Context: an optimization exercise on an open-source flow, tuned for small area, a short achievable clock period and few clock cycles per item. The choices shown serve that exercise and are no tape-out recipe.
Only simulation tests tie the RTL to the original design; equivalence was not proved.
No activity file was given, so power comes from the tool's default toggle rates.

$ cat design.v
module ISR(reset,
           value,
           clock,
           result,
           done
);
  input wire reset;
  input wire [63:0] value;
  input wire clock;
  output wire [31:0] result;
  output wire done;
  reg  [55:0] d;       
  reg  [30:0] r;       
  reg  [31:0] q;       
  reg  [3:0]  cnt;     
  reg         fin;
  wire [7:0] vt = value[63:56];
  reg  [3:0] q0;
  reg  [4:0] r0;
  always @* begin
    case (vt)
      8'd0: begin q0 = 4'd0; r0 = 5'd0; end
      8'd1: begin q0 = 4'd1; r0 = 5'd0; end
      8'd2: begin q0 = 4'd1; r0 = 5'd1; end
      8'd3: begin q0 = 4'd1; r0 = 5'd2; end
      8'd4: begin q0 = 4'd2; r0 = 5'd0; end
      8'd5: begin q0 = 4'd2; r0 = 5'd1; end
      8'd6: begin q0 = 4'd2; r0 = 5'd2; end
      8'd7: begin q0 = 4'd2; r0 = 5'd3; end
      8'd8: begin q0 = 4'd2; r0 = 5'd4; end
      8'd9: begin q0 = 4'd3; r0 = 5'd0; end
      8'd10: begin q0 = 4'd3; r0 = 5'd1; end
      8'd11: begin q0 = 4'd3; r0 = 5'd2; end
      8'd12: begin q0 = 4'd3; r0 = 5'd3; end
      8'd13: begin q0 = 4'd3; r0 = 5'd4; end
      8'd14: begin q0 = 4'd3; r0 = 5'd5; end
      8'd15: begin q0 = 4'd3; r0 = 5'd6; end
      8'd16: begin q0 = 4'd4; r0 = 5'd0; end
      8'd17: begin q0 = 4'd4; r0 = 5'd1; end
      8'd18: begin q0 = 4'd4; r0 = 5'd2; end
      8'd19: begin q0 = 4'd4; r0 = 5'd3; end
      8'd20: begin q0 = 4'd4; r0 = 5'd4; end
      8'd21: begin q0 = 4'd4; r0 = 5'd5; end
      8'd22: begin q0 = 4'd4; r0 = 5'd6; end
      8'd23: begin q0 = 4'd4; r0 = 5'd7; end
      8'd24: begin q0 = 4'd4; r0 = 5'd8; end
      8'd25: begin q0 = 4'd5; r0 = 5'd0; end
      8'd26: begin q0 = 4'd5; r0 = 5'd1; end
      8'd27: begin q0 = 4'd5; r0 = 5'd2; end
      8'd28: begin q0 = 4'd5; r0 = 5'd3; end
      8'd29: begin q0 = 4'd5; r0 = 5'd4; end
      8'd30: begin q0 = 4'd5; r0 = 5'd5; end
      8'd31: begin q0 = 4'd5; r0 = 5'd6; end
      8'd32: begin q0 = 4'd5; r0 = 5'd7; end
      8'd33: begin q0 = 4'd5; r0 = 5'd8; end
      8'd34: begin q0 = 4'd5; r0 = 5'd9; end
      8'd35: begin q0 = 4'd5; r0 = 5'd10; end
      8'd36: begin q0 = 4'd6; r0 = 5'd0; end
      8'd37: begin q0 = 4'd6; r0 = 5'd1; end
      8'd38: begin q0 = 4'd6; r0 = 5'd2; end
      8'd39: begin q0 = 4'd6; r0 = 5'd3; end
      8'd40: begin q0 = 4'd6; r0 = 5'd4; end
      8'd41: begin q0 = 4'd6; r0 = 5'd5; end
      8'd42: begin q0 = 4'd6; r0 = 5'd6; end
      8'd43: begin q0 = 4'd6; r0 = 5'd7; end
      8'd44: begin q0 = 4'd6; r0 = 5'd8; end
      8'd45: begin q0 = 4'd6; r0 = 5'd9; end
      8'd46: begin q0 = 4'd6; r0 = 5'd10; end
      8'd47: begin q0 = 4'd6; r0 = 5'd11; end
      8'd48: begin q0 = 4'd6; r0 = 5'd12; end
      8'd49: begin q0 = 4'd7; r0 = 5'd0; end
      8'd50: begin q0 = 4'd7; r0 = 5'd1; end
      8'd51: begin q0 = 4'd7; r0 = 5'd2; end
      8'd52: begin q0 = 4'd7; r0 = 5'd3; end
      8'd53: begin q0 = 4'd7; r0 = 5'd4; end
      8'd54: begin q0 = 4'd7; r0 = 5'd5; end
      8'd55: begin q0 = 4'd7; r0 = 5'd6; end
      8'd56: begin q0 = 4'd7; r0 = 5'd7; end
      8'd57: begin q0 = 4'd7; r0 = 5'd8; end
      8'd58: begin q0 = 4'd7; r0 = 5'd9; end
      8'd59: begin q0 = 4'd7; r0 = 5'd10; end
      8'd60: begin q0 = 4'd7; r0 = 5'd11; end
      8'd61: begin q0 = 4'd7; r0 = 5'd12; end
      8'd62: begin q0 = 4'd7; r0 = 5'd13; end
      8'd63: begin q0 = 4'd7; r0 = 5'd14; end
      8'd64: begin q0 = 4'd8; r0 = 5'd0; end
      8'd65: begin q0 = 4'd8; r0 = 5'd1; end
      8'd66: begin q0 = 4'd8; r0 = 5'd2; end
      8'd67: begin q0 = 4'd8; r0 = 5'd3; end
      8'd68: begin q0 = 4'd8; r0 = 5'd4; end
      8'd69: begin q0 = 4'd8; r0 = 5'd5; end
      8'd70: begin q0 = 4'd8; r0 = 5'd6; end
      8'd71: begin q0 = 4'd8; r0 = 5'd7; end
      8'd72: begin q0 = 4'd8; r0 = 5'd8; end
      8'd73: begin q0 = 4'd8; r0 = 5'd9; end
      8'd74: begin q0 = 4'd8; r0 = 5'd10; end
      8'd75: begin q0 = 4'd8; r0 = 5'd11; end
      8'd76: begin q0 = 4'd8; r0 = 5'd12; end
      8'd77: begin q0 = 4'd8; r0 = 5'd13; end
      8'd78: begin q0 = 4'd8; r0 = 5'd14; end
      8'd79: begin q0 = 4'd8; r0 = 5'd15; end
      8'd80: begin q0 = 4'd8; r0 = 5'd16; end
      8'd81: begin q0 = 4'd9; r0 = 5'd0; end
      8'd82: begin q0 = 4'd9; r0 = 5'd1; end
      8'd83: begin q0 = 4'd9; r0 = 5'd2; end
      8'd84: begin q0 = 4'd9; r0 = 5'd3; end
      8'd85: begin q0 = 4'd9; r0 = 5'd4; end
      8'd86: begin q0 = 4'd9; r0 = 5'd5; end
      8'd87: begin q0 = 4'd9; r0 = 5'd6; end
      8'd88: begin q0 = 4'd9; r0 = 5'd7; end
      8'd89: begin q0 = 4'd9; r0 = 5'd8; end
      8'd90: begin q0 = 4'd9; r0 = 5'd9; end
      8'd91: begin q0 = 4'd9; r0 = 5'd10; end
      8'd92: begin q0 = 4'd9; r0 = 5'd11; end
      8'd93: begin q0 = 4'd9; r0 = 5'd12; end
      8'd94: begin q0 = 4'd9; r0 = 5'd13; end
      8'd95: begin q0 = 4'd9; r0 = 5'd14; end
      8'd96: begin q0 = 4'd9; r0 = 5'd15; end
      8'd97: begin q0 = 4'd9; r0 = 5'd16; end
      8'd98: begin q0 = 4'd9; r0 = 5'd17; end
      8'd99: begin q0 = 4'd9; r0 = 5'd18; end
      8'd100: begin q0 = 4'd10; r0 = 5'd0; end
      8'd101: begin q0 = 4'd10; r0 = 5'd1; end
      8'd102: begin q0 = 4'd10; r0 = 5'd2; end
      8'd103: begin q0 = 4'd10; r0 = 5'd3; end
      8'd104: begin q0 = 4'd10; r0 = 5'd4; end
      8'd105: begin q0 = 4'd10; r0 = 5'd5; end
      8'd106: begin q0 = 4'd10; r0 = 5'd6; end
      8'd107: begin q0 = 4'd10; r0 = 5'd7; end
      8'd108: begin q0 = 4'd10; r0 = 5'd8; end
      8'd109: begin q0 = 4'd10; r0 = 5'd9; end
      8'd110: begin q0 = 4'd10; r0 = 5'd10; end
      8'd111: begin q0 = 4'd10; r0 = 5'd11; end
      8'd112: begin q0 = 4'd10; r0 = 5'd12; end
      8'd113: begin q0 = 4'd10; r0 = 5'd13; end
      8'd114: begin q0 = 4'd10; r0 = 5'd14; end
      8'd115: begin q0 = 4'd10; r0 = 5'd15; end
      8'd116: begin q0 = 4'd10; r0 = 5'd16; end
      8'd117: begin q0 = 4'd10; r0 = 5'd17; end
      8'd118: begin q0 = 4'd10; r0 = 5'd18; end
      8'd119: begin q0 = 4'd10; r0 = 5'd19; end
      8'd120: begin q0 = 4'd10; r0 = 5'd20; end
      8'd121: begin q0 = 4'd11; r0 = 5'd0; end
      8'd122: begin q0 = 4'd11; r0 = 5'd1; end
      8'd123: begin q0 = 4'd11; r0 = 5'd2; end
      8'd124: begin q0 = 4'd11; r0 = 5'd3; end
      8'd125: begin q0 = 4'd11; r0 = 5'd4; end
      8'd126: begin q0 = 4'd11; r0 = 5'd5; end
      8'd127: begin q0 = 4'd11; r0 = 5'd6; end
      8'd128: begin q0 = 4'd11; r0 = 5'd7; end
      8'd129: begin q0 = 4'd11; r0 = 5'd8; end
      8'd130: begin q0 = 4'd11; r0 = 5'd9; end
      8'd131: begin q0 = 4'd11; r0 = 5'd10; end
      8'd132: begin q0 = 4'd11; r0 = 5'd11; end
      8'd133: begin q0 = 4'd11; r0 = 5'd12; end
      8'd134: begin q0 = 4'd11; r0 = 5'd13; end
      8'd135: begin q0 = 4'd11; r0 = 5'd14; end
      8'd136: begin q0 = 4'd11; r0 = 5'd15; end
      8'd137: begin q0 = 4'd11; r0 = 5'd16; end
      8'd138: begin q0 = 4'd11; r0 = 5'd17; end
      8'd139: begin q0 = 4'd11; r0 = 5'd18; end
      8'd140: begin q0 = 4'd11; r0 = 5'd19; end
      8'd141: begin q0 = 4'd11; r0 = 5'd20; end
      8'd142: begin q0 = 4'd11; r0 = 5'd21; end
      8'd143: begin q0 = 4'd11; r0 = 5'd22; end
      8'd144: begin q0 = 4'd12; r0 = 5'd0; end
      8'd145: begin q0 = 4'd12; r0 = 5'd1; end
      8'd146: begin q0 = 4'd12; r0 = 5'd2; end
      8'd147: begin q0 = 4'd12; r0 = 5'd3; end
      8'd148: begin q0 = 4'd12; r0 = 5'd4; end
      8'd149: begin q0 = 4'd12; r0 = 5'd5; end
      8'd150: begin q0 = 4'd12; r0 = 5'd6; end
      8'd151: begin q0 = 4'd12; r0 = 5'd7; end
      8'd152: begin q0 = 4'd12; r0 = 5'd8; end
      8'd153: begin q0 = 4'd12; r0 = 5'd9; end
      8'd154: begin q0 = 4'd12; r0 = 5'd10; end
      8'd155: begin q0 = 4'd12; r0 = 5'd11; end
      8'd156: begin q0 = 4'd12; r0 = 5'd12; end
      8'd157: begin q0 = 4'd12; r0 = 5'd13; end
      8'd158: begin q0 = 4'd12; r0 = 5'd14; end
      8'd159: begin q0 = 4'd12; r0 = 5'd15; end
      8'd160: begin q0 = 4'd12; r0 = 5'd16; end
      8'd161: begin q0 = 4'd12; r0 = 5'd17; end
      8'd162: begin q0 = 4'd12; r0 = 5'd18; end
      8'd163: begin q0 = 4'd12; r0 = 5'd19; end
      8'd164: begin q0 = 4'd12; r0 = 5'd20; end
      8'd165: begin q0 = 4'd12; r0 = 5'd21; end
      8'd166: begin q0 = 4'd12; r0 = 5'd22; end
      8'd167: begin q0 = 4'd12; r0 = 5'd23; end
      8'd168: begin q0 = 4'd12; r0 = 5'd24; end
      8'd169: begin q0 = 4'd13; r0 = 5'd0; end
      8'd170: begin q0 = 4'd13; r0 = 5'd1; end
      8'd171: begin q0 = 4'd13; r0 = 5'd2; end
      8'd172: begin q0 = 4'd13; r0 = 5'd3; end
      8'd173: begin q0 = 4'd13; r0 = 5'd4; end
      8'd174: begin q0 = 4'd13; r0 = 5'd5; end
      8'd175: begin q0 = 4'd13; r0 = 5'd6; end
      8'd176: begin q0 = 4'd13; r0 = 5'd7; end
      8'd177: begin q0 = 4'd13; r0 = 5'd8; end
      8'd178: begin q0 = 4'd13; r0 = 5'd9; end
      8'd179: begin q0 = 4'd13; r0 = 5'd10; end
      8'd180: begin q0 = 4'd13; r0 = 5'd11; end
      8'd181: begin q0 = 4'd13; r0 = 5'd12; end
      8'd182: begin q0 = 4'd13; r0 = 5'd13; end
      8'd183: begin q0 = 4'd13; r0 = 5'd14; end
      8'd184: begin q0 = 4'd13; r0 = 5'd15; end
      8'd185: begin q0 = 4'd13; r0 = 5'd16; end
      8'd186: begin q0 = 4'd13; r0 = 5'd17; end
      8'd187: begin q0 = 4'd13; r0 = 5'd18; end
      8'd188: begin q0 = 4'd13; r0 = 5'd19; end
      8'd189: begin q0 = 4'd13; r0 = 5'd20; end
      8'd190: begin q0 = 4'd13; r0 = 5'd21; end
      8'd191: begin q0 = 4'd13; r0 = 5'd22; end
      8'd192: begin q0 = 4'd13; r0 = 5'd23; end
      8'd193: begin q0 = 4'd13; r0 = 5'd24; end
      8'd194: begin q0 = 4'd13; r0 = 5'd25; end
      8'd195: begin q0 = 4'd13; r0 = 5'd26; end
      8'd196: begin q0 = 4'd14; r0 = 5'd0; end
      8'd197: begin q0 = 4'd14; r0 = 5'd1; end
      8'd198: begin q0 = 4'd14; r0 = 5'd2; end
      8'd199: begin q0 = 4'd14; r0 = 5'd3; end
      8'd200: begin q0 = 4'd14; r0 = 5'd4; end
      8'd201: begin q0 = 4'd14; r0 = 5'd5; end
      8'd202: begin q0 = 4'd14; r0 = 5'd6; end
      8'd203: begin q0 = 4'd14; r0 = 5'd7; end
      8'd204: begin q0 = 4'd14; r0 = 5'd8; end
      8'd205: begin q0 = 4'd14; r0 = 5'd9; end
      8'd206: begin q0 = 4'd14; r0 = 5'd10; end
      8'd207: begin q0 = 4'd14; r0 = 5'd11; end
      8'd208: begin q0 = 4'd14; r0 = 5'd12; end
      8'd209: begin q0 = 4'd14; r0 = 5'd13; end
      8'd210: begin q0 = 4'd14; r0 = 5'd14; end
      8'd211: begin q0 = 4'd14; r0 = 5'd15; end
      8'd212: begin q0 = 4'd14; r0 = 5'd16; end
      8'd213: begin q0 = 4'd14; r0 = 5'd17; end
      8'd214: begin q0 = 4'd14; r0 = 5'd18; end
      8'd215: begin q0 = 4'd14; r0 = 5'd19; end
      8'd216: begin q0 = 4'd14; r0 = 5'd20; end
      8'd217: begin q0 = 4'd14; r0 = 5'd21; end
      8'd218: begin q0 = 4'd14; r0 = 5'd22; end
      8'd219: begin q0 = 4'd14; r0 = 5'd23; end
      8'd220: begin q0 = 4'd14; r0 = 5'd24; end
      8'd221: begin q0 = 4'd14; r0 = 5'd25; end
      8'd222: begin q0 = 4'd14; r0 = 5'd26; end
      8'd223: begin q0 = 4'd14; r0 = 5'd27; end
      8'd224: begin q0 = 4'd14; r0 = 5'd28; end
      8'd225: begin q0 = 4'd15; r0 = 5'd0; end
      8'd226: begin q0 = 4'd15; r0 = 5'd1; end
      8'd227: begin q0 = 4'd15; r0 = 5'd2; end
      8'd228: begin q0 = 4'd15; r0 = 5'd3; end
      8'd229: begin q0 = 4'd15; r0 = 5'd4; end
      8'd230: begin q0 = 4'd15; r0 = 5'd5; end
      8'd231: begin q0 = 4'd15; r0 = 5'd6; end
      8'd232: begin q0 = 4'd15; r0 = 5'd7; end
      8'd233: begin q0 = 4'd15; r0 = 5'd8; end
      8'd234: begin q0 = 4'd15; r0 = 5'd9; end
      8'd235: begin q0 = 4'd15; r0 = 5'd10; end
      8'd236: begin q0 = 4'd15; r0 = 5'd11; end
      8'd237: begin q0 = 4'd15; r0 = 5'd12; end
      8'd238: begin q0 = 4'd15; r0 = 5'd13; end
      8'd239: begin q0 = 4'd15; r0 = 5'd14; end
      8'd240: begin q0 = 4'd15; r0 = 5'd15; end
      8'd241: begin q0 = 4'd15; r0 = 5'd16; end
      8'd242: begin q0 = 4'd15; r0 = 5'd17; end
      8'd243: begin q0 = 4'd15; r0 = 5'd18; end
      8'd244: begin q0 = 4'd15; r0 = 5'd19; end
      8'd245: begin q0 = 4'd15; r0 = 5'd20; end
      8'd246: begin q0 = 4'd15; r0 = 5'd21; end
      8'd247: begin q0 = 4'd15; r0 = 5'd22; end
      8'd248: begin q0 = 4'd15; r0 = 5'd23; end
      8'd249: begin q0 = 4'd15; r0 = 5'd24; end
      8'd250: begin q0 = 4'd15; r0 = 5'd25; end
      8'd251: begin q0 = 4'd15; r0 = 5'd26; end
      8'd252: begin q0 = 4'd15; r0 = 5'd27; end
      8'd253: begin q0 = 4'd15; r0 = 5'd28; end
      8'd254: begin q0 = 4'd15; r0 = 5'd29; end
      8'd255: begin q0 = 4'd15; r0 = 5'd30; end
    endcase
  end
  wire [29:0] qs = q[29:0];
  wire [34:0] x  = {r, d[55:52]};             
  wire [33:0] t1;
  prefix_add #(.W(34), .KIND(0)) u_t1(.a({1'b0, x[34:2]}), .b(~{2'b00, qs, 2'b01}), .ci(1'b1), .y(t1));
  wire        ge1 = ~t1[33];
  wire [35:0] t2a;
  prefix_add #(.W(36), .KIND(0)) u_t2a(.a({1'b0, x}), .b(~{3'b000, qs, 3'b001}), .ci(1'b1), .y(t2a));
  wire        ge2a = ~t2a[35];
  wire [35:0] m1 = {~{2'b00, qs}, 4'b1111};
  wire [35:0] m2 = {~{3'b000, qs}, 3'b000};
  wire [35:0] xe = {1'b0, x};
  wire [35:0] cs = xe ^ m1 ^ m2;
  wire [35:0] cc = (xe & m1) | (xe & m2) | (m1 & m2);
  wire [35:0] t2b;
  prefix_add #(.W(36), .KIND(0)) u_t2b(.a(cs), .b({cc[34:0], 1'b0}), .ci(1'b0), .y(t2b));
  wire        ge2b = ~t2b[35];
  wire        ge2 = ge1 ? ge2b : ge2a;
  wire [30:0] r1 = ge1 ? (ge2 ? t2b[30:0] : {t1[28:0], x[1:0]})
                       : (ge2 ? t2a[30:0] : x[30:0]);
  always @(posedge clock) begin
    if (reset) begin
      d   <= value[55:0];
      r   <= {26'd0, r0};
      q   <= {28'd0, q0};
      cnt <= 4'd14;
      fin <= 1'b0;
    end else begin
      d   <= {d[51:0], 4'b0000};
      r   <= r1;
      cnt <= cnt - 4'd1;
      if (!fin) begin
        q   <= {q[29:0], ge1, ge2};
        if (cnt == 4'd1) fin <= 1'b1;
      end
    end
  end
  assign result = q;
  assign done   = fin;
endmodule
module prefix_add #(parameter W = 8, parameter KIND = 0)
  (input wire [W-1:0] a, input wire [W-1:0] b, input wire ci,
   output wire [W-1:0] y);
  reg [W-1:0] g, p, pp;
  reg [W-1:0] gn, pn;
  reg [W:0]   c;
  integer i, j, l, s;
  localparam integer TOP = (W > 32) ? 32 : (W > 16) ? 16 : (W > 8) ? 8 :
                           (W > 4) ? 4 : (W > 2) ? 2 : 1;
  always @* begin
    for (i = 0; i < W; i = i + 1) begin
      g[i]  = a[i] & b[i];
      pp[i] = a[i] ^ b[i];
      p[i]  = pp[i];
    end
    g[0] = g[0] | (p[0] & ci);
    if (KIND == 0) begin
      for (l = 1; l < W; l = l * 2)
        for (j = 2 * l - 1; j < W; j = j + 2 * l) begin
          g[j] = g[j] | (p[j] & g[j - l]);
          p[j] = p[j] & p[j - l];
        end
      for (l = TOP / 2; l >= 1; l = l / 2)
        for (j = 3 * l - 1; j < W; j = j + 2 * l) begin
          g[j] = g[j] | (p[j] & g[j - l]);
          p[j] = p[j] & p[j - l];
        end
    end else if (KIND == 1) begin
      for (l = 1; l < W; l = l * 2) begin
        gn = g; pn = p;
        for (j = 0; j < W; j = j + 1)
          if ((j / l) % 2 == 1) begin
            s = (j / l) * l - 1;
            gn[j] = g[j] | (p[j] & g[s]);
            pn[j] = p[j] & p[s];
          end
        g = gn; p = pn;
      end
    end else if (KIND == 2) begin
      for (l = 1; l < W; l = l * 2) begin
        gn = g; pn = p;
        for (j = l; j < W; j = j + 1) begin
          gn[j] = g[j] | (p[j] & g[j - l]);
          pn[j] = p[j] & p[j - l];
        end
        g = gn; p = pn;
      end
    end else begin
      for (l = 1; l < W; l = l * 2) begin
        gn = g; pn = p;
        for (j = 1; j < W; j = j + 2)
          if (j - l >= 0) begin
            if (l == 1) begin
              gn[j] = g[j] | (p[j] & g[j - 1]);
              pn[j] = p[j] & p[j - 1];
            end else if (j - l >= 1) begin
              gn[j] = g[j] | (p[j] & g[j - l]);
              pn[j] = p[j] & p[j - l];
            end
          end
        g = gn; p = pn;
      end
      gn = g; pn = p;
      for (j = 2; j < W; j = j + 2) begin
        gn[j] = g[j] | (p[j] & g[j - 1]);
        pn[j] = p[j] & p[j - 1];
      end
      g = gn; p = pn;
    end
    c[0] = ci;
    for (i = 0; i < W; i = i + 1)
      c[i + 1] = g[i];
  end
  assign y = pp ^ c[W-1:0];
endmodule
$ cat standard.sh
#!/bin/bash
# synth_recipe.tcl (not shown) runs the flow's synth.tcl, then flattens the netlist and writes it again
# the make line also repeats each setting of config.mk as NAME=value (left out here)
make -C /OpenROAD-flow-scripts/flow DESIGN_CONFIG=/design/flow/config.mk WORK_HOME=/design/flow/orfs CLKGATE_MAP_FILE= SYNTH_SCRIPT=/design/flow/synth_recipe.tcl "${@:-finish}"
$ cat constraint.sdc
create_clock -name core_clock -period 10.0 [get_ports {clock}]
set_input_delay 2.0000 -clock core_clock [delete_from_list [all_inputs] [get_ports {clock}]]
set_output_delay 2.0000 -clock core_clock [all_outputs]
set_load 0.01 [all_outputs]
$ cat config.mk
export PLATFORM = sky130hd
export DESIGN_NAME = ISR
export DESIGN_NICKNAME = ISR
export VERILOG_FILES = /design/flow/design.v
export SDC_FILE = /design/flow/constraint.sdc
export NUM_CORES = 4
export LEC_CHECK = 0
export CAP_MARGIN = 20
export CORE_MARGIN = 2
export CORE_UTILIZATION = 40
export PLACE_DENSITY = 0.6
export SLEW_MARGIN = 20
$ cat flow/run.sh
#!/bin/bash
bash standard.sh BUFFER_PORTS_ARGS="-buffer_cell sky130_fd_sc_hd__buf_2" SETUP_SLACK_MARGIN=6.5 ABC_AREA=1 CTS_BUF_LIST="sky130_fd_sc_hd__clkbuf_4 sky130_fd_sc_hd__clkbuf_8" finish > standard.log 2>&1
==> results of run 1 <==
[synth_stat cells (10+ instances only)]
master,number
nand2_1,399
inv_1,174
dfxtp_1,120
ha_1,107
a21oi_1,104
fa_1,70
nor2_1,64
nand3_1,63
o21ai_0,61
clkbuf_1,31
xor2_1,25
xnor2_1,19
o211ai_1,17
a31oi_1,14
a21oi_2,11
buf_2,10
o21ai_1,10
[layout by cell type (no fill, tap or decap), types with 19 or more instances in the layout]
cell,instances
dfxtp_1,116
a21oi_1,102
inv_1,155
ha_1,107
xnor2_1,19
nand3_1,63
buf_2,95
o21ai_0,59
xor2_1,25
nor2_1,62
nand2_1,398
fa_1,70
inv_2,21
[metrics by stage]
step | power [W] | hold slack [ns] | setup slack [ns] | cells | utilization, %
floorplan | 0.00284 | 0.396 | 6.56 | 1398 | -
global placement | 0.00336 | 0.399 | 5.81 | 1782 | 43.0
detailed placement | 0.00339 | 0.405 | 5.64 | 1782 | 43.0
CTS | 0.00394 | 0.416 | 6.50 | 1816 | 44.8
global route | 0.00452 | 0.431 | 6.48 | 1831 | 45.5
finish | 0.00406 | 0.411 | 6.64 | 1831 | 45.5
[timing repair]
item                                    CTS  global route
cloned                                    2             4
gates resized for setup                  10            37
buffers inserted                          0            11
endpoints found under the setup margin   34            38
pin swaps                                 2             4
[per-layer routing]
layer / wire length, um / up-vias / global-route usage, % / part of all wire, %
met5: 0 / - / 0 / 0
met2: 13300 / 220 / 36.3 / 48
met1: 12600 / 4241 / 26.2 / 45
met4: 446 / 0 / 5.03 / 1.6
met3: 1340 / 32 / 3.97 / 4.9
li1: - / 4702 / - / -
[where the power goes]
part | switching (W) | total (W) | leakage, nW | internal (W)
registers | 0.000103 | 0.000695 | 1.04 | 0.000592
clock network | 0.000260 | 0.000472 | 0.205 | 0.000212
logic | 0.00179 | 0.00289 | 4.63 | 0.00110
[cell type report]
| class | instances | area [sq um] | share of cell area (%) |
|---|---|---|---|
| Clock buffer | 17 | 234 | 1.99 |
| Clock inverter | 15 | 169 | 1.44 |
| Inverter | 180 | 699 | 5.94 |
| Multi-Input combinational cell | 1047 | 7100 | 60.3 |
| Sequential cell | 124 | 2530 | 21.5 |
| Tap cell | 335 | 419 | 3.56 |
| Timing Repair Buffer | 112 | 614 | 5.22 |
| Timing Repair inverter | 1 | 5.00 | 0.0425 |
[flip-flops by register name (all words and copies together) (netlist names)]
register	count
cnt	4
d	56
fin	1
r	31
q	32
[tightest hold or removal path, stage by stage (launching register included)]
cell and delay, ns:
dfxtp_1 0.31, nand2_1 0.05, nand2_1 0.04
[logic make-up (layout without fill, tap and decap cells)]
logic type | after synthesis | count (layout) | synth area share, %
AOI/OAI and AO/OA | 258 | 258 | 14.8
xor gates and xnor gates | 44 | 44 | 3.69
adders and majority gates | 177 | 177 | 26.2
buffers and inverters | 232 | 325 | 9.02
DFF | 124 | 124 | 24.1
muxes | 1 | 1 | 0.0958
and+or+nand+nor | 562 | 567 | 22.1
[path summary, 6_finish.rpt]
check                           startpoint  endpoint  slack [ns]  cells past startpoint
worst min-delay path                 d[15]     d[19]        0.41                      2
worst max-delay path             value[56]      r[2]        6.64                     12
worst max register to register        q[0]     r[23]        6.76                     16
worst min register to register       d[15]     d[19]        0.41                      2
==> impl_metrics.ini, run 1 <==
[sta]
finalCritPeriodShare_pct = 33.6
rsz0062_at_grt = yes
drv_slew = 0
setup_violations = 0
clock_skew_ns = 0.0146
fin_tns_setup_ns = 0
tightestPinTransition_ns = 0.655
timing.slew.headroom_pct = 56.3
max_freq_mhz = 298
final_hold_viol_count = 0
fin_crit_ns = 3.36

[die]
ios = 99
start_util_pct = 40.4
die_h_um = 166
die_x_um = 166
rows = 59
core_sq_mm = 0.0258
dieArea_sq_mm = 0.0274

[run_status]
status = finished clean

[setup_path]
worstPathArrival_ns = 3.68
worstSetupStartpointType = input port
cp_cell_sequence = clkbuf_4 -> inv_2 -> ha_1 -> inv_1 -> nor2_1 -> or2_4 -> inv_2 -> o21ai_1 -> a21oi_2 -> o21ai_0 -> o211ai_1 -> nand3_1
crit_path_max_incr_delay_ns = 0.36
cp_max_fo = 6
critical_path.endpoint_type = register
crit_top_cell = inv_2
worstSetupPathType = input port to register
crit_slowest_cell = o211ai_1
crit_required_ns = 10.32
cp_top_family = compound AO/OA/AOI/OAI gates
path_buf_inv = 4

[route]
route.vias.total = 9195
drt-initial-drc-count = 458
drtPass1Iterations = 7
route.detailed.drc = 0
vias_per_cell = 5.02
wl_um = 27700
ant_nets = 0
wl_per_cell_um = 15.1

[clock_tree]
cts_buffers = 17
clkLatencyLatePin_ns = 0.45
cts_buffer_depth = 2
cts_hold_buf = 0
h-tree-depth = 4
numClockSinks = 124
clkSlewWorstSetupHoldPaths_ns = 0.09
cts_tree = built
root_buffer = clkbuf_8

[logic_synthesis]
synthesis.yosys.warnings = 3
ys_ff_latch = 124
netlist.area_leader.share_pct = 23.0
syn_area_sq_mm = 0.0104
synth_nets = 1641
synthTopCellsByArea = dfxtp_1 23%, nand2_1 14%, fa_1 13%
yosys.cell_types.count = 52
seq_area_frac_synth_pct = 24.1
synth_flop_cell = dfxtp_1
syn_inst = 1398
synthDominantAreaCellType = dfxtp_1
synth-edff-count = 4
synthArstFlopShare_pct = 0
avgSynthCellArea_sq_um = 7.47

[final_layout]
drive_gt1_share_pct = 14.9
n_antenna_cell = 0
area_growth_pct = 12.6
final_area_sq_mm = 0.0118
fill_cells = 2634
nets = 1726

[pwr]
p_leak_nw = 5.87
power_density_mw_per_mm2 = 345
irDropWorstVdd_v = 0.000201

[job]
cap_violations = 0

[grt]
antenna_found_initial = 0
grt_pass1_vias = 9462
grt_pass1_wl_um = 46800
grt_usage_pct = 20.7
grt_start_max_net_pins = 77
grt-ovfl-total = 0

[place]
placed_area_sq_mm = 0.0111
hpwl_um = 20300
place.gp.congestion = 0.857
io_buffers = 98

[worst_hold_path]
hp-class = register to register
Testbench counts, summed over its fixed seeds: cycles 7,200, items 480.
==> run 2, diff against run 1 <==
==> flow/run.sh (replaced) <==
#!/bin/bash
bash standard.sh BUFFER_PORTS_ARGS="-buffer_cell sky130_fd_sc_hd__buf_2" SETUP_SLACK_MARGIN=7.0 ABC_AREA=1 CTS_BUF_LIST="sky130_fd_sc_hd__clkbuf_4 sky130_fd_sc_hd__clkbuf_8" finish > standard.log 2>&1
==> impl_metrics.ini, run 2 <==
[place]
io_buffers = 98
place.gp.congestion = 0.844
hpwl_um = 20300
placed_area_sq_mm = 0.0112

[final_layout]
n_antenna_cell = 0
top_regs = d x56, q x32, r x31
layout_common_cells = 364 x nand2_1, 132 x inv_1, 92 x ha_1, 92 x dfxtp_1, 85 x a21oi_1
final_area_sq_mm = 0.0138
layout_commonest_cell = nand2_1
area_growth_pct = 32.3
largest-register = d
drive_gt1_share_pct = 30.1
nets = 1835
largest_reg_flops = 56

[setup_path]
r2r-start = q[0]
worstSetupPathType = register to register
rrSetupSlack_ns = 6.73
rr_worst_depth = 22
r2r-end = r[28]
critical_path.endpoint_type = register
worstPathArrival_ns = 3.61
crit_required_ns = 10.34
cp_max_fo = 7
worstSetupStartpointType = register

[logic_synthesis]
syn_area_sq_mm = 0.0104
synth-edff-count = 4
yosys.cell_types.count = 52
syn_inst = 1398
yosys.cell_count.top_type = nand2_1
avgSynthCellArea_sq_um = 7.47
netlist.area_leader.share_pct = 23.0
synthDominantAreaCellType = dfxtp_1
synthTopCellsByArea = dfxtp_1 23%, nand2_1 14%, fa_1 13%
yosys-top-cells-count = 399 x nand2_1, 174 x inv_1, 120 x dfxtp_1
synth_flop_cell = dfxtp_1
ys_ff_latch = 124
synth_nets = 1641
synthesis.yosys.warnings = 3
synthArstFlopShare_pct = 0
seq_area_frac_synth_pct = 24.1

[die]
die_h_um = 166
start_util_pct = 40.4
dieArea_sq_mm = 0.0274
die_x_um = 166
ios = 99
rows = 59
core_sq_mm = 0.0258

[grt]
grt_usage_pct = 22.2
grt-ovfl-total = 0
grt_pass1_vias = 9682
antenna_found_initial = 1
grt_start_max_net_pins = 68
grt_pass1_wl_um = 49600

[clock_tree]
numClockSinks = 124
cts_buffer_depth = 2
cts_hold_buf = 0
root_buffer = clkbuf_8
clkLatencyLatePin_ns = 0.47
cts_buffers = 17
h-tree-depth = 4
clkSlewWorstSetupHoldPaths_ns = 0.09
cts_tree = built

[sta]
clock_skew_ns = 0.0136
final_hold_viol_count = 0
fin_crit_ns = 3.27
tightestPinTransition_ns = 0.681
max_freq_mhz = 306
setup_violations = 0
rsz0062_at_grt = yes
finalCritPeriodShare_pct = 32.7
timing.slew.headroom_pct = 54.5
drv_slew = 0
fin_tns_setup_ns = 0

[route]
vias_per_cell = 5.24
wl_um = 33100
drt-initial-drc-count = 673
wl_per_cell_um = 17.1
drtPass1Iterations = 5
ant_nets = 0
route.detailed.drc = 0
route.vias.total = 10200

[worst_hold_path]
hp-start = d[47]
min_to = d[51]
worstHoldPathCells = 2
hp-class = register to register

[run_status]
status = finished clean

[pwr]
irDropWorstVdd_v = 0.000259
power_density_mw_per_mm2 = 392
power_w = 0.00542
p_leak_nw = 6.62

[job]
cap_violations = 0
run 2: worst max path at each step:
stage | from | to | slack, ns | depth (start not counted)
after global placement | q[0] | r[1] | 5.79 | 20
after CTS | value[56] | r[2] | 6.80 | 12
after detailed placement | q[0] | r[1] | 5.64 | 20
after floorplan | value[56] | r[2] | 6.74 | 11
final | q[0] | r[28] | 6.73 | 22
after global routing | value[56] | r[0] | 6.66 | 16
run 2: cell families (layout without fill, tap and decap cells):
family | count (synthesis) | count (layout) | share of synthesized area, %
simple gates | 562 | 575 | 22.1
compound gates | 258 | 258 | 14.8
buf+inv | 232 | 426 | 9.02
fa+ha+maj | 177 | 177 | 26.2
flops | 124 | 124 | 24.1
xor+xnor | 44 | 44 | 3.69
mux | 1 | 1 | 0.0958
run 2: per-stage QoR:
step	instances	setup slack, ns	utilization [%]	hold WS [ns]
2_1_floorplan	1398	6.74	-	0.396
3_3_place_gp	1781	5.79	43.2	0.400
3_5_place_dp	1781	5.64	43.2	0.404
4_1_cts	1872	6.80	48.6	0.420
5_1_grt	1940	6.66	53.5	0.432
6_report	1940	6.73	53.5	0.420
run 2: final cells by class:
| type | instances | area (sq um) |
|---|---|---|
| multi-input cells | 1055 | 7890 |
| clock inverters | 15 | 171 |
| repair buffers | 207 | 1640 |
| well taps | 335 | 419 |
| flip-flops and latches | 124 | 2610 |
| clock buffers | 17 | 234 |
| repair inverters | 7 | 85.1 |
| fillers | 2474 | 12000 |
| inverters | 180 | 763 |
run 2: what timing repair did:
| action | 4_1_cts | 5_1_grt |
|---|---|---|
| setup buffers | 51 | 56 |
| hold endpoints to repair | 0 | 0 |
| gates resized for setup | 164 | 152 |
| pin swaps | 39 | 67 |
| endpoints found under the setup margin | 107 | 50 |
| gates cloned | 8 | 12 |
run 2: per-layer routing:
metal / routed length (um) / track usage (%) / vias up
met5: 11 / 0 / -
met4: 1060 / 6.92 / 2
met3: 2210 / 4.44 / 76
met2: 15900 / 37.2 / 356
met1: 13900 / 28.8 / 4791
li1: - / - / 4940
run 2: power breakdown:
part           internal [W]  switching (W)  leakage, nW  total [W]
clock              0.000211       0.000261        0.205   0.000472
sequential         0.000589       0.000105         1.06   0.000693
combinational       0.00178        0.00248         5.36    0.00425
total               0.00258        0.00284         6.62    0.00542
run 2: worst max-delay path: stages (launching register included):
cell,delay [ns]
edfxtp_1,0.41
buf_4,0.15
buf_6,0.11
inv_6,0.06
fa_1,0.45
ha_4,0.31
nand2_1,0.05
nor2_1,0.11
nand2_2,0.09
nand2_4,0.09
nand2_4,0.05
nand2_4,0.10
nand2_1,0.07
nand2_1,0.07
nand2_1,0.06
nand2_2,0.07
nand2_4,0.08
nand2_8,0.13
buf_12,0.12
nand2_8,0.07
clkbuf_4,0.21
o21ai_0,0.18
a21oi_1,0.11
==> run 3, diff against run 2 <==
==> flow/run.sh (replaced) <==
#!/bin/bash
bash standard.sh BUFFER_PORTS_ARGS="-buffer_cell sky130_fd_sc_hd__buf_1" SETUP_SLACK_MARGIN=6.5 ABC_AREA=1 CTS_BUF_LIST="sky130_fd_sc_hd__clkbuf_4 sky130_fd_sc_hd__clkbuf_8" finish > standard.log 2>&1
==> impl_metrics.ini, run 3 <==
[setup_path]
cp_top_family = flip-flops
worstSetupStartpointType = register
rr_worst_depth = 18
r2r-start = q[0]
cp_max_fo = 55
worstPathArrival_ns = 1.39
cp_cell_sequence = buf_1
path_buf_inv = 1
critical_path.endpoint_type = output pin
crit_required_ns = 8.00
r2r-end = r[29]
crit_slowest_cell = dfxtp_4
worstSetupPathType = register to output pin
crit_path_max_incr_delay_ns = 0.72
rrSetupSlack_ns = 6.77

[grt]
grt-ovfl-total = 0
use_met2_pct = 34.8
grt_usage_pct = 20.1
grt_start_max_net_pins = 76
grt_busiest_layer = met2
grt_pass1_wl_um = 45400
grt_use_met3_pct = 3.75
antenna_found_initial = 0
grt_pass1_vias = 9022
grt_use_met1_pct = 26.3

[place]
placedCellCount = 1782
hpwl_um = 20000
io_buffers = 98
placed_area_sq_mm = 0.0110
place.gp.congestion = 0.895

[final_layout]
top_regs = d x56, q x32, r x31
fill_cells = 2647
largest-register = d
area_growth_pct = 10.9
final_area_sq_mm = 0.0116
largest_reg_flops = 56
register_area_sq_mm = 0.00253
layoutNonFillerInstCount = 1824
nets = 1719
multi_input_area_sq_mm = 0.00711
drive_gt1_share_pct = 8.13
layout_commonest_cell = nand2_1
layout_common_cells = 398 x nand2_1, 157 x inv_1, 117 x dfxtp_1
n_antenna_cell = 0

[sta]
final_hold_viol_count = 0
finalCritPeriodShare_pct = 33.9
rsz0062_at_grt = no
clock_skew_ns = 0.0237
max_freq_mhz = 295
fin_crit_ns = 3.39
tightestPinTransition_ns = 1.13
setup_violations = 0
timing.slew.headroom_pct = 24.4
drv_slew = 0
fin_tns_setup_ns = 0

[pwr]
power_density_mw_per_mm2 = 352
p_leak_nw = 5.56
irDropWorstVdd_v = 0.000195
power_w = 0.00408

[route]
wl_um = 27800
drtPass1Iterations = 6
vias_per_cell = 5.09
route.detailed.drc = 0
ant_nets = 0
drt-initial-drc-count = 453
route.vias.total = 9285
wl_per_cell_um = 15.3

[worst_hold_path]
hp-class = register to register
min_to = d[9]
worstHoldPathCells = 2
hp-start = d[5]

[logic_synthesis]
avgSynthCellArea_sq_um = 7.47
seq_area_frac_synth_pct = 24.1
synth_nets = 1641
yosys.cell_count.top_type = nand2_1
netlist.area_leader.share_pct = 23.0
yosys-top-cells-count = 399 x nand2_1, 174 x inv_1, 120 x dfxtp_1
ys_ff_latch = 124
synth-edff-count = 4
synthesis.yosys.warnings = 3
syn_inst = 1398
synthTopCellsByArea = dfxtp_1 23%, nand2_1 14%, fa_1 13%
synthArstFlopShare_pct = 0
syn_area_sq_mm = 0.0104
synth_flop_cell = dfxtp_1
synthDominantAreaCellType = dfxtp_1
yosys.cell_types.count = 52

[clock_tree]
clkSlewWorstSetupHoldPaths_ns = 0.11
cts_hold_buf = 0
cts_buffer_depth = 2
h-tree-depth = 4
clkLatencyLatePin_ns = 0.47
cts_buffers = 17
cts_tree = built
numClockSinks = 124
root_buffer = clkbuf_8

[die]
ios = 99
dieArea_sq_mm = 0.0274
die_h_um = 166
die_x_um = 166
rows = 59
core_sq_mm = 0.0258
start_util_pct = 40.4

[run_status]
status = finished clean

[job]
cap_violations = 0
## run 3: cell types whose count changed in the layout (fill, tap and decap cells not counted), moves of 29 or more
cell     change
buf_1       +92
buf_2       -78
nand2_1     +34
buf_4       -76
buf_6       -29
## run 3: metal layers
layer / vias to the layer above / wire [um] / share of wire [%]
met2: 268 / 13200 / 48
met3: 37 / 1510 / 5.4
met1: 4291 / 12800 / 46
li1: 4689 / - / -
met4: 0 / 334 / 1.2
met5: - / 0 / 0
## run 3: power by group
part	switching, W	internal [W]	total [W]
sequential	0.000102	0.000592	0.000694
clock	0.000264	0.000210	0.000474
combinational	0.00181	0.00110	0.00291
total	0.00218	0.00190	0.00408
## run 3: logic make-up (layout without fill, tap and decap cells)
family	Yosys count	in the layout	synth area share, %
AO/OA/AOI/OAI	258	258	14.8
XOR/XNOR	44	44	3.69
adder cells (fa/ha/maj)	177	177	26.2
buffers and inverters	232	318	9.02
flip-flops	124	124	24.1
multiplexers	1	1	0.0958
AND/OR/NAND/NOR	562	567	22.1
## run 3: repair_timing
| action | in CTS | in global routing |
|---|---|---|
| endpoints found under the setup margin | 33 | 33 |
| setup buffers | 0 | 4 |
| gates cloned | 2 | 4 |
| gates resized for setup | 11 | 31 |
| pin swaps | 1 | 4 |
## run 3: how the worst max path moves through the flow
stage | from | end | slack [ns] | depth (start not counted)
finish | fin | done | 6.61 | 1
global route | q[11] | r[29] | 6.51 | 18
CTS | q[0] | r[3] | 6.50 | 20
detailed placement | q[0] | r[3] | 5.56 | 20
global placement | q[0] | r[3] | 5.67 | 20
floorplan | value[58] | r[4] | 6.56 | 11
## run 3: metrics by stage
stage                     worst slack (ns)  hold WS [ns]  utilization [%]
after global placement                5.67         0.400             42.6
final                                 6.61         0.401             44.9
after global routing                  6.51         0.440             44.9
after CTS                             6.50         0.405             44.3
after floorplan                       6.56         0.396                -
after detailed placement              5.56         0.404             42.6
## run 3: area by class of cell
type | count | area share, %
Timing Repair inverter | 1 | 0.0432
Clock buffer | 17 | 2.02
Sequential cell | 124 | 21.8
Inverter | 180 | 6.01
Timing Repair Buffer | 105 | 3.72
Tap cell | 335 | 3.62
Clock inverter | 15 | 1.44
Multi-Input combinational cell | 1047 | 61.3
## run 3: worst register-to-register path: cells and delay by family (launching register included)
kind | cells | cell delay [ns]
DFF | 1 | 0.45
xor gates and xnor gates | 1 | 0.20
adders and majority gates | 2 | 0.77
buffers and inverters | 2 | 0.18
AOI/OAI and AO/OA | 2 | 0.28
and+or+nand+nor | 11 | 1.25
==> run 4, diff against run 3 <==
==> flow/run.sh (replaced) <==
#!/bin/bash
bash standard.sh BUFFER_PORTS_ARGS="-buffer_cell sky130_fd_sc_hd__buf_2" SETUP_SLACK_MARGIN=6.5 ABC_AREA=1 CTS_BUF_LIST="sky130_fd_sc_hd__clkbuf_4 sky130_fd_sc_hd__clkbuf_8" CORE_UTILIZATION=60 PLACE_DENSITY=0.75 finish > standard.log 2>&1
==> impl_metrics.ini, run 4 <==
[logic_synthesis]
synth_compound_area_share_pct = 14.8
synth_top_family_by_area = adder cells
seq_area_frac_synth_pct = 24.1
synth_flop_cell = dfxtp_1
yosys.cell_types.count = 52
synthAdderAreaFrac_pct = 26.2
yosys.area_share.simple_pct = 22.1
synth-edff-count = 4
muxShareOfSynthArea_pct = 0.0958
ys_ff_latch = 124
synth_nets = 1641
yosys-top-cells-count = 399 x nand2_1, 174 x inv_1, 120 x dfxtp_1
syn_area_sq_mm = 0.0104
synth-xor-area-share_pct = 3.69
synthArstFlopShare_pct = 0
synthesis.yosys.warnings = 3
syn_inst = 1398
synthDominantAreaCellType = dfxtp_1
synthTopCellsByArea = dfxtp_1 23%, nand2_1 14%, fa_1 13%
yosys.cell_count.top_type = nand2_1
avgSynthCellArea_sq_um = 7.47
netlist.area_leader.share_pct = 23.0

[route]
wl_um = 26100
ant_nets = 0
drt-initial-drc-count = 557
vias_per_cell = 5.45
route.detailed.drc = 0
drtPass1Iterations = 5
route.vias.total = 9363
wl_per_cell_um = 15.2

[setup_path]
crit_required_ns = 8.00
crit_path_max_incr_delay_ns = 0.70
cp_max_fo = 55
path_buf_inv = 1
worstSetupStartpointType = register
cp_top_family = flip-flops
critical_path.endpoint_type = output pin
crit_slowest_cell = dfxtp_4
worstPathArrival_ns = 1.41
cp_cell_sequence = buf_2
rrSetupSlack_ns = 6.74
worstSetupPathType = register to output pin

[sta]
finalCritPeriodShare_pct = 34.1
rsz0062_at_grt = yes
tightestPinTransition_ns = 0.641
drv_slew = 0
hold_slack_ns = 0.416
max_freq_mhz = 294
timing.slew.headroom_pct = 57.1
fin_tns_setup_ns = 0
fin_ws_ns = 6.59
clock_skew_ns = 0.0168
final_hold_viol_count = 0
setup_violations = 0
fin_crit_ns = 3.41

[die]
die_h_um = 136
core_sq_mm = 0.0172
die_x_um = 136
dieArea_sq_mm = 0.0185
start_util_pct = 60.8
ios = 99
rows = 48

[place]
io_buffers = 98
dp_slack_ns = 5.44
place.gp.congestion = 0.894
hpwl_um = 18600
placedCellCount = 1671

[grt]
antenna_found_initial = 1
grt-ovfl-total = 0
grt_pass1_vias = 9034
grt_start_max_net_pins = 69
grt_pass1_wl_um = 43000
grt_usage_pct = 29.3

[clock_tree]
cts_buffer_depth = 2
clkSlewWorstSetupHoldPaths_ns = 0.09
cts_buffers = 17
cts_hold_buf = 0
clkLatencyLatePin_ns = 0.47
root_buffer = clkbuf_8
cts_tree = built
numClockSinks = 124
h-tree-depth = 4

[final_layout]
layout_common_cells = 398 x nand2_1, 161 x inv_1, 116 x dfxtp_1
layout_commonest_cell = nand2_1
largest-register = d
top_regs = d x56, q x32, r x31
n_antenna_cell = 0
area_growth_pct = 11.0
layoutNonFillerInstCount = 1717
largest_reg_flops = 56
drive_gt1_share_pct = 14.2
nets = 1722

[pwr]
power_w = 0.00406
p_int_w = 0.00190
p_leak_nw = 5.86
irDropWorstVdd_v = 0.000246
power.share.sequential_pct = 17.1
p_sw_share_pct = 53.1
power_density_mw_per_mm2 = 350
power.switching_w = 0.00215
p_comb_share_pct = 71.3
pwr-share-clk_pct = 11.7

[job]
cap_violations = 0

[run_status]
status = finished clean

[worst_hold_path]
hp-class = register to register
==> run 4: power groups by stage <==
stage	Combinational [W]	Clock, W	Sequential (W)
6_report	0.00289	0.000473	0.000694
2_1_floorplan	0.00217	0	0.000672
5_1_grt	0.00325	0.000504	0.000701
3_3_place_gp	0.00257	0	0.000703
3_5_place_dp	0.00264	0	0.000704
4_1_cts	0.00277	0.000478	0.000692
==> run 4: per-stage QoR <==
stage,utilization [%],cell area (sq um)
global placement,63.9,11000
detailed placement,63.9,11000
global route,67.5,11600
floorplan,-,10400
finish,67.5,11600
CTS,66.7,11500
==> run 4: final timing paths <==
path / from / endpoint / cells past startpoint
max: fin / done / 1
min: d[9] / d[13] / 2
max reg2reg: q[21] / r[4] / 21
min reg2reg: d[9] / d[13] / 2
==> run 4: cell type report <==
type	instances	area (sq um)
timing repair buffer	108	586
fill	1495	5580
timing repair inverter	1	5.00
clock inverter	15	170
sequential	124	2530
clock buffer	17	234
inverter	180	701
tap	225	282
multi-input combinational	1047	7090
==> run 4: cell families (layout without fill, tap and decap cells) <==
family / count (synthesis) / count (layout)
xor+xnor: 44 / 44
buf+inv: 232 / 321
simple gates: 562 / 567
mux: 1 / 1
fa+ha+maj: 177 / 177
compound gates: 258 / 258
flops: 124 / 124
==> run 4: timing repair <==
item,4_1_cts,5_1_grt
gates resized for setup,11,30
gates cloned,3,3
setup buffers,1,6
pin swaps,2,4
setup endpoints to repair,101,46
==> run 4: layer usage <==
metal	track usage [%]	part of all wire, %	vias to the layer above
met5	0	0.050	-
met2	50.7	48	308
li1	-	-	4684
met1	37.3	43	4318
met4	8.10	1.9	2
met3	6.00	6.7	51
==> run 5, diff against run 4 <==
==> flow/run.sh (replaced) <==
#!/bin/bash
bash standard.sh BUFFER_PORTS_ARGS="-buffer_cell sky130_fd_sc_hd__buf_1" SETUP_SLACK_MARGIN=6.5 ABC_AREA=1 CTS_BUF_LIST="sky130_fd_sc_hd__clkbuf_4 sky130_fd_sc_hd__clkbuf_8" TNS_END_PERCENT=10 finish > standard.log 2>&1
==> impl_metrics.ini, run 5 <==
[logic_synthesis]
seq_area_frac_synth_pct = 24.1
syn_inst = 1398
yosys.cell_count.top_type = nand2_1
synth_flop_cell = dfxtp_1
synthesis.yosys.warnings = 3
synthArstFlopShare_pct = 0
yosys-top-cells-count = 399 x nand2_1, 174 x inv_1, 120 x dfxtp_1
synthDominantAreaCellType = dfxtp_1
synth-edff-count = 4
synth_nets = 1641
ys_ff_latch = 124
synthTopCellsByArea = dfxtp_1 23%, nand2_1 14%, fa_1 13%
yosys.cell_types.count = 52
netlist.area_leader.share_pct = 23.0
avgSynthCellArea_sq_um = 7.47
syn_area_sq_mm = 0.0104

[place]
io_buffers = 98
hpwl_um = 20000
placedCellCount = 1782
place.gp.congestion = 0.895

[clock_tree]
cts_tree = built
root_buffer = clkbuf_8
cts_hold_buf = 0
cts_buffer_depth = 2
cts_buffers = 17
h-tree-depth = 4
numClockSinks = 124
clkSlewWorstSetupHoldPaths_ns = 0.10
clkLatencyLatePin_ns = 0.47

[sta]
rsz0062_at_grt = yes
timing.slew.headroom_pct = 24.9
fin_crit_ns = 3.40
max_freq_mhz = 294
finalCritPeriodShare_pct = 34.0
tightestPinTransition_ns = 1.13
fin_tns_setup_ns = 0
clock_skew_ns = 0.0194
drv_slew = 0
setup_violations = 0
final_hold_viol_count = 0

[pwr]
p_leak_nw = 5.55
power_density_mw_per_mm2 = 352
irDropWorstVdd_v = 0.000196

[route]
ant_nets = 0
route.vias.total = 9336
wl_met3_um = 1420
wl_met1_um = 12900
wl_per_cell_um = 15.3
drt-initial-drc-count = 449
vias_per_cell = 5.12
route.top_layer_used = met4
route.detailed.drc = 0
wl_um = 27900
wl_met2_um = 13300
drtPass1Iterations = 5

[final_layout]
fill_cells = 2648
top_regs = d x56, q x32, r x31
layout_common_cells = 398 x nand2_1, 159 x inv_1, 118 x dfxtp_1
largest-register = d
n_antenna_cell = 0
layout_commonest_cell = nand2_1
layoutNonFillerInstCount = 1824
area_growth_pct = 10.9
drive_gt1_share_pct = 7.86
largest_reg_flops = 56
nets = 1719

[setup_path]
crit_required_ns = 10.35
worstSetupPathType = input port to register
critical_path.endpoint_type = register
worstPathArrival_ns = 3.75
worstSetupStartpointType = input port
cp_max_fo = 6

[die]
die_h_um = 166
dieArea_sq_mm = 0.0274
ios = 99
die_x_um = 166
core_sq_mm = 0.0258
start_util_pct = 40.4
rows = 59

[run_status]
status = finished clean

[grt]
grt_start_max_net_pins = 76
grt_pass1_wl_um = 45400
grt_usage_pct = 20.1
antenna_found_initial = 0
grt-ovfl-total = 0
grt_pass1_vias = 9021

[worst_hold_path]
hp-class = register to register

[job]
cap_violations = 0
==> run 5: final timing paths <==
path,start,to,slack [ns],cells after the start
max,value[56],r[2],6.60,12
min,d[5],d[9],0.41,2
max reg2reg,q[0],r[23],6.67,16
min reg2reg,d[5],d[9],0.41,2
==> run 5: kinds of logic after synthesis <==
logic type / share of synthesized area, %
simple gates: 22.1
compound gates: 14.8
buf+inv: 9.02
fa+ha+maj: 26.2
flops: 24.1
xor+xnor: 3.69
mux: 0.0958
==> run 5: cell type report <==
class                           instances  area, sq um  share of cell area (%)
Tap cell                              335          419                    3.62
Sequential cell                       124         2530                    21.8
Clock inverter                         15          166                    1.44
Multi-Input combinational cell       1047         7100                    61.3
Inverter                              180          699                    6.04
Timing Repair inverter                  1         5.00                  0.0432
Clock buffer                           17          234                    2.02
Timing Repair Buffer                  105          430                    3.72
==> run 5: metal layers <==
layer,track usage [%],vias up
li1,-,4690
met1,26.3,4333
met2,34.8,277
met3,3.75,36
met4,4.20,0
met5,0,-
==> run 5: power by group <==
part | total (W) | switching (W) | internal [W]
registers | 0.000695 | 0.000103 | 0.000592
clock network | 0.000473 | 0.000262 | 0.000210
logic | 0.00291 | 0.00181 | 0.00110
==> run 5: worst max-delay path, stage by stage <==
cell      delay (ns)
clkbuf_2        0.14
inv_1           0.13
ha_1            0.23
inv_1           0.07
nor2_1          0.06
or2_2           0.35
inv_1           0.09
o21ai_0         0.11
a21oi_1         0.16
o21ai_0         0.11
o211ai_1        0.21
nand3_1         0.10
==> run 5: stage by stage <==
stage	area, sq um	worst slack [ns]	utilization (%)	total power, W	hold WS, ns
after detailed placement	11000	5.56	42.6	0.00338	0.404
after floorplan	10400	6.56	-	0.00284	0.396
after global routing	11600	6.46	44.8	0.00451	0.440
final	11600	6.60	44.8	0.00408	0.407
after CTS	11500	6.49	44.3	0.00395	0.405
after global placement	11000	5.67	42.6	0.00334	0.400
==> run 5: what timing repair did <==
item	CTS	global route
setup buffers	0	4
cloned	2	4
pin swaps	1	3
resized for setup	10	27
setup endpoints to repair	33	33
==> run 6, diff against run 5 <==
==> flow/run.sh (replaced) <==
#!/bin/bash
bash standard.sh BUFFER_PORTS_ARGS="-buffer_cell sky130_fd_sc_hd__buf_1" SETUP_SLACK_MARGIN=6.5 ABC_AREA=0 CTS_BUF_LIST="sky130_fd_sc_hd__clkbuf_4 sky130_fd_sc_hd__clkbuf_8" finish > standard.log 2>&1
==> impl_metrics.ini, run 6 <==
[grt]
grt_pass1_vias = 8727
grt-ovfl-total = 0
grt_start_max_net_pins = 73
grt_pass1_wl_um = 45900
antenna_found_initial = 0
grt_usage_pct = 20.5

[setup_path]
critPathLaunch = q[1]
crit_path_max_incr_delay_ns = 0.47
crit_cells = 14
crit_slowest_cell = fa_1
cp_cell_sequence = inv_2 -> fa_1 -> ha_4 -> nand2_4 -> o311ai_4 -> o211ai_1 -> or3_4 -> and2_4 -> o21a_1 -> o21bai_1 -> a21oi_1 -> fa_2 -> mux2_4 -> o22ai_1
worstPathArrival_ns = 4.13
crit_required_ns = 10.38
rrSetupSlack_ns = 6.25
worstSetupPathType = register to register
cp_top_family = adder cells
r2r-start = q[1]
path_buf_inv = 1
cp_max_fo = 4
endpoint = r[26]
worstSetupStartpointType = register
rr_worst_depth = 14
critical_path.endpoint_type = register
r2r-end = r[26]

[route]
vias_per_cell = 5.47
wl_per_cell_um = 17.6
route.vias.total = 8811
wl_um = 28400
wl_met2_um = 13300
wl_met1_um = 13200
wl_met3_um = 1690
drtPass1Iterations = 5
route.top_layer_used = met4
drt-initial-drc-count = 629
route.detailed.drc = 0
ant_nets = 0

[sta]
fin_crit_ns = 3.75
timing.slew.headroom_pct = 43.4
fin_ws_ns = 6.25
tightestPinTransition_ns = 0.849
drv_slew = 0
clock_skew_ns = 0.0187
rsz0062_at_grt = yes
finalCritPeriodShare_pct = 37.5
fin_tns_setup_ns = 0
final_hold_viol_count = 0
setup_violations = 0
max_freq_mhz = 267
hold_slack_ns = 0.454

[logic_synthesis]
synthDominantAreaCellType = dfxtp_1
synth_flop_cell = dfxtp_1
yosys-top-cells-count = 120 x dfxtp_1, 107 x ha_1, 100 x nor2_1
seq_area_frac_synth_pct = 24.0
avgSynthCellArea_sq_um = 9.17
synth_nets = 1389
syn_area_sq_mm = 0.0105
syn_inst = 1146
yosys.cell_types.count = 72
synthTopCellsByArea = dfxtp_1 23%, fa_1 13%, ha_1 13%
netlist.area_leader.share_pct = 22.9
synth-edff-count = 4
synthArstFlopShare_pct = 0
yosys.cell_count.top_type = dfxtp_1
ys_ff_latch = 124
synthesis.yosys.warnings = 3

[final_layout]
nets = 1506
largest-register = d
multi_input_area_sq_mm = 0.00788
final_util_pct = 48.4
fill_cells = 2489
layout_commonest_cell = dfxtp_1
largest_reg_flops = 56
area_growth_pct = 19.5
n_antenna_cell = 0
drive_gt1_share_pct = 21.4
register_area_sq_mm = 0.00257
layout_common_cells = 101 x dfxtp_1, 99 x nor2_1, 93 x ha_1, 93 x buf_1, 82 x a21oi_1
top_regs = d x56, q x32, r x31

[clock_tree]
h-tree-depth = 4
cts_buffers = 17
cts_buffer_depth = 2
clkSlewWorstSetupHoldPaths_ns = 0.08
numClockSinks = 124
root_buffer = clkbuf_8
cts_hold_buf = 0
clkLatencyLatePin_ns = 0.46
cts_tree = built

[job]
cap_violations = 0

[run_status]
status = finished clean

[place]
io_buffers = 98
dp_slack_ns = 5.54
place.gp.congestion = 0.876
hpwl_um = 20500

[die]
rows = 59
core_sq_mm = 0.0259
die_x_um = 166
die_h_um = 166
ios = 99
dieArea_sq_mm = 0.0276
start_util_pct = 40.5

[pwr]
power_density_mw_per_mm2 = 353
p_int_w = 0.00240
irDropWorstVdd_v = 0.000170
pwr-share-clk_pct = 10.2
p_comb_share_pct = 74.0
power.share.sequential_pct = 15.8
p_sw_share_pct = 45.9
power.switching_w = 0.00203
p_leak_nw = 5.05

[worst_hold_path]
hp-class = register to register
[run 6: changes by cell type after synthesis, sizes merged, moves of 33 or more]
| cell | delta |
|---|---|
| nor2 | +33 |
| mux2i | +46 |
| inv | -80 |
| nand2 | -366 |
| mux2 | +65 |
| nand3 | -49 |
[run 6: logic make-up (layout without fill, tap and decap cells)]
family	Yosys count	in the layout	synth area share, %
compound gates	284	284	17.3
xor+xnor	49	49	4.09
fa+ha+maj	179	179	26.3
buf+inv	158	287	6.04
flops	124	124	24.0
mux	113	113	11.7
simple gates	239	240	10.6
[run 6: worst min-delay path by stage]
stage | start | endpoint | slack, ns | depth (start not counted)
after floorplan | cnt[0] | cnt[0] | 0.41 | 1
after global placement | cnt[0] | cnt[0] | 0.43 | 1
after detailed placement | d[28] | d[32] | 0.44 | 1
after CTS | d[29] | d[33] | 0.46 | 1
after global routing | d[29] | d[33] | 0.47 | 1
final | cnt[0] | cnt[0] | 0.45 | 1
[run 6: area by class of cell]
type,count,share of cell area [%]
clock buffer,19,2.03
clock inverter,13,1.02
inverter,102,3.29
multi-input combinational,865,62.8
sequential,124,20.5
tap,335,3.34
timing repair buffer,153,7.01
[run 6: power groups by stage]
stage | sequential [W] | combinational [W] | clock, W
2_1_floorplan | 0.000672 | 0.00209 | 0
3_3_place_gp | 0.000712 | 0.00258 | 0
3_5_place_dp | 0.000712 | 0.00261 | 0
4_1_cts | 0.000698 | 0.00291 | 0.000464
5_1_grt | 0.000709 | 0.00362 | 0.000482
6_report | 0.000700 | 0.00328 | 0.000451
[run 6: through the flow]
step,std cells,power (W),instance area (sq um)
global route,1611,0.00481,12500
floorplan,1146,0.00276,10600
detailed placement,1531,0.00332,11100
finish,1611,0.00443,12500
global placement,1531,0.00329,11100
CTS,1588,0.00407,11900
[run 6: repair_timing]
item / in CTS / in global routing
cloned: 1 / 0
buffers inserted: 24 / 23
pin swaps: 17 / 36
setup endpoints to repair: 33 / 33
gates resized for setup: 60 / 104
[run 6: routing by layer]
layer	vias up	GRT usage, %
met3	24	4.69
met5	-	0
met2	220	33.4
met4	0	4.42
li1	4295	-
met1	4272	27.9
==> run 7, diff against run 6 <==
==> flow/run.sh (replaced) <==
#!/bin/bash
# The standard layout (the standard.sh, ORFS) with these changes:
# - port buffers are buf_2 cells instead of ORFS's automatic choice;
# - timing repair aims for 6.5 ns of setup slack at the 10 ns clock;
# - ABC maps for area (timing repair then fixes the critical paths);
# - clock tree built from clkbuf_4 and clkbuf_8 cells.
# make's output goes to standard.log; each ORFS step logs to orfs/logs/.
bash standard.sh BUFFER_PORTS_ARGS="-buffer_cell sky130_fd_sc_hd__buf_2" SETUP_SLACK_MARGIN=6.5 ABC_AREA=1 CTS_BUF_LIST="sky130_fd_sc_hd__clkbuf_4 sky130_fd_sc_hd__clkbuf_8" finish > standard.log 2>&1
==> impl_metrics.ini, run 7 <==
[run_status]
status = finished clean

[logic_synthesis]
synthesis.yosys.warnings = 3
netlist.area_leader.share_pct = 23.0
synthTopCellsByArea = dfxtp_1 23%, nand2_1 14%, fa_1 13%
synth_nets = 1641
synthArstFlopShare_pct = 0
avgSynthCellArea_sq_um = 7.47
yosys.cell_count.top_type = nand2_1
ys_ff_latch = 124
synth-edff-count = 4
syn_area_sq_mm = 0.0104
syn_inst = 1398
yosys-top-cells-count = 399 x nand2_1, 174 x inv_1, 120 x dfxtp_1
seq_area_frac_synth_pct = 24.1
yosys.cell_types.count = 52
synth_flop_cell = dfxtp_1
synthDominantAreaCellType = dfxtp_1

[place]
placedCellCount = 1782
io_buffers = 98
dp_slack_ns = 5.64
hpwl_um = 20300
place.gp.congestion = 0.857

[sta]
fin_ws_ns = 6.64
clock_skew_ns = 0.0146
finalCritPeriodShare_pct = 33.6
fin_crit_ns = 3.36
setup_violations = 0
drv_slew = 0
rsz0062_at_grt = yes
fin_tns_setup_ns = 0
timing.slew.headroom_pct = 56.3
final_hold_viol_count = 0
max_freq_mhz = 298
tightestPinTransition_ns = 0.655

[die]
core_sq_mm = 0.0258
dieArea_sq_mm = 0.0274
die_h_um = 166
start_util_pct = 40.4
die_x_um = 166
rows = 59
ios = 99

[final_layout]
area_growth_pct = 12.6
fill_cells = 2634
largest-register = d
layoutNonFillerInstCount = 1831
largest_reg_flops = 56
drive_gt1_share_pct = 14.9
n_antenna_cell = 0
nets = 1726
top_regs = d x56, q x32, r x31
layout_common_cells = 398 x nand2_1, 155 x inv_1, 116 x dfxtp_1
layout_commonest_cell = nand2_1

[worst_hold_path]
min_to = d[19]
worstHoldPathCells = 2
hp-class = register to register
hp-start = d[15]

[route]
drt-initial-drc-count = 458
route.vias.total = 9195
route.detailed.drc = 0
ant_nets = 0
wl_um = 27700
vias_per_cell = 5.02
drtPass1Iterations = 7
wl_per_cell_um = 15.1

[grt]
antenna_found_initial = 0
grt-ovfl-total = 0
grt_pass1_vias = 9462
grt_start_max_net_pins = 77
grt_usage_pct = 20.7
grt_pass1_wl_um = 46800

[clock_tree]
cts_tree = built
h-tree-depth = 4
clkSlewWorstSetupHoldPaths_ns = 0.09
numClockSinks = 124
cts_buffers = 17
clkLatencyLatePin_ns = 0.45
cts_buffer_depth = 2
root_buffer = clkbuf_8

[setup_path]
r2r-end = r[23]
cp_cell_sequence = clkbuf_4 -> inv_2 -> ha_1 -> inv_1 -> nor2_1 -> or2_4 -> inv_2 -> o21ai_1 -> a21oi_2 -> o21ai_0 -> o211ai_1 -> nand3_1
crit_top_cell = inv_2
worstSetupStartpointType = input port
cp_max_fo = 6
r2r-start = q[0]
rr_worst_depth = 16
worstPathArrival_ns = 3.68
rrSetupSlack_ns = 6.76
crit_required_ns = 10.32
crit_path_max_incr_delay_ns = 0.36
crit_slowest_cell = o211ai_1
critical_path.endpoint_type = register
worstSetupPathType = input port to register

[job]
cap_violations = 0

[pwr]
irDropWorstVdd_v = 0.000201
p_leak_nw = 5.87
power_density_mw_per_mm2 = 345
run 7: worst max-delay path by stage:
stage	startpoint	to	cells after the start
after floorplan	value[58]	r[4]	11
after global placement	q[0]	r[1]	20
after detailed placement	q[0]	r[1]	20
after CTS	q[2]	q[0]	19
after global routing	q[11]	r[23]	18
final	value[56]	r[2]	12
run 7: power breakdown:
group	internal (W)	switching [W]	leakage, nW
Combinational	0.00110	0.00179	4.63
Clock	0.000212	0.000260	0.205
Sequential	0.000592	0.000103	1.04
run 7: routing by layer:
layer	track usage, %	wire length [um]
met2	36.3	13300
met5	0	0
met3	3.97	1340
met4	5.03	446
met1	26.2	12600
run 7: kinds of logic after synthesis:
group                      Yosys count  share of synthesized area [%]
adders and majority gates          177                           26.2
AOI/OAI and AO/OA                  258                           14.8
and+or+nand+nor                    562                           22.1
xor gates and xnor gates            44                           3.69
DFF                                124                           24.1
muxes                                1                         0.0958
buffers and inverters              232                           9.02
run 7: worst max-delay path, delay by kind of cell:
family | cells | cell delay, ns
AO/OA/AOI/OAI | 4 | 0.66
adder cells (fa/ha/maj) | 1 | 0.19
buffers and inverters | 4 | 0.34
AND/OR/NAND/NOR | 3 | 0.46
run 7: cell type report:
class	count	area [sq um]	area share [%]
well taps	335	419	3.56
inverters	180	699	5.94
clock inverters	15	169	1.44
repair inverters	1	5.00	0.0425
clock buffers	17	234	1.99
flip-flops and latches	124	2530	21.5
multi-input cells	1047	7100	60.3
repair buffers	112	614	5.22
run 7: timing repair:
item / 4_1_cts / 5_1_grt
resized for setup: 10 / 37
pin swaps: 2 / 4
setup endpoints to repair: 34 / 38
setup buffers: 0 / 11
cloned: 2 / 4
hold buffers: 0 / 0
run 7: through the flow:
stage                     power (W)  util, %  instance area [sq um]  hold slack [ns]
after floorplan             0.00284        -                  10400            0.396
after global placement      0.00336     43.0                  11100            0.399
after detailed placement    0.00339     43.0                  11100            0.405
after CTS                   0.00394     44.8                  11600            0.416
after global routing        0.00452     45.5                  11800            0.431
final                       0.00406     45.5                  11800            0.411

[port drivers added, routing unchanged]
No port has a modelled driver above. Below, the same layouts with a new extraction and two added sets of constraints.
Step 1 sets driving cells, clkbuf_16 on the clock port and buf_2 on the other inputs (assumed; they add their load-dependent delay and slew).
Step 2 adds t to the input delays and takes it off the output delays; t is the mean of the earliest and latest rising clock arrival at the registers after step 1. Input paths then give back, and output paths get back, about the clock's delay inside the block.
Slacks: ideal / step 1 / step 2; pairs: ideal / step 1.
| run | t, ns | setup slack, ns | pins driven straight from the clock port |
|---|---|---|---|
| run 1 | 0.489 | 6.641 / 6.658 / 6.175 | 1 |
| run 2 | 0.499 | 6.729 / 6.714 / 6.267 | 1 |
| run 3 | 0.504 | 6.610 / 6.568 / 6.130 | 1 |
| run 4 | 0.500 | 6.594 / 6.555 / 6.171 | 1 |
| run 5 | 0.499 | 6.596 / 6.568 / 6.114 | 1 |
| run 6 | 0.490 | 6.250 / 6.250 / 6.025 | 1 |
| run 7 | 0.489 | 6.641 / 6.658 / 6.175 | 1 |
After both steps setup and hold are still met in every run listed. The setup slack of run 5, which loses most, moves by -0.028 ns with the drivers and by -0.482 ns with both steps.
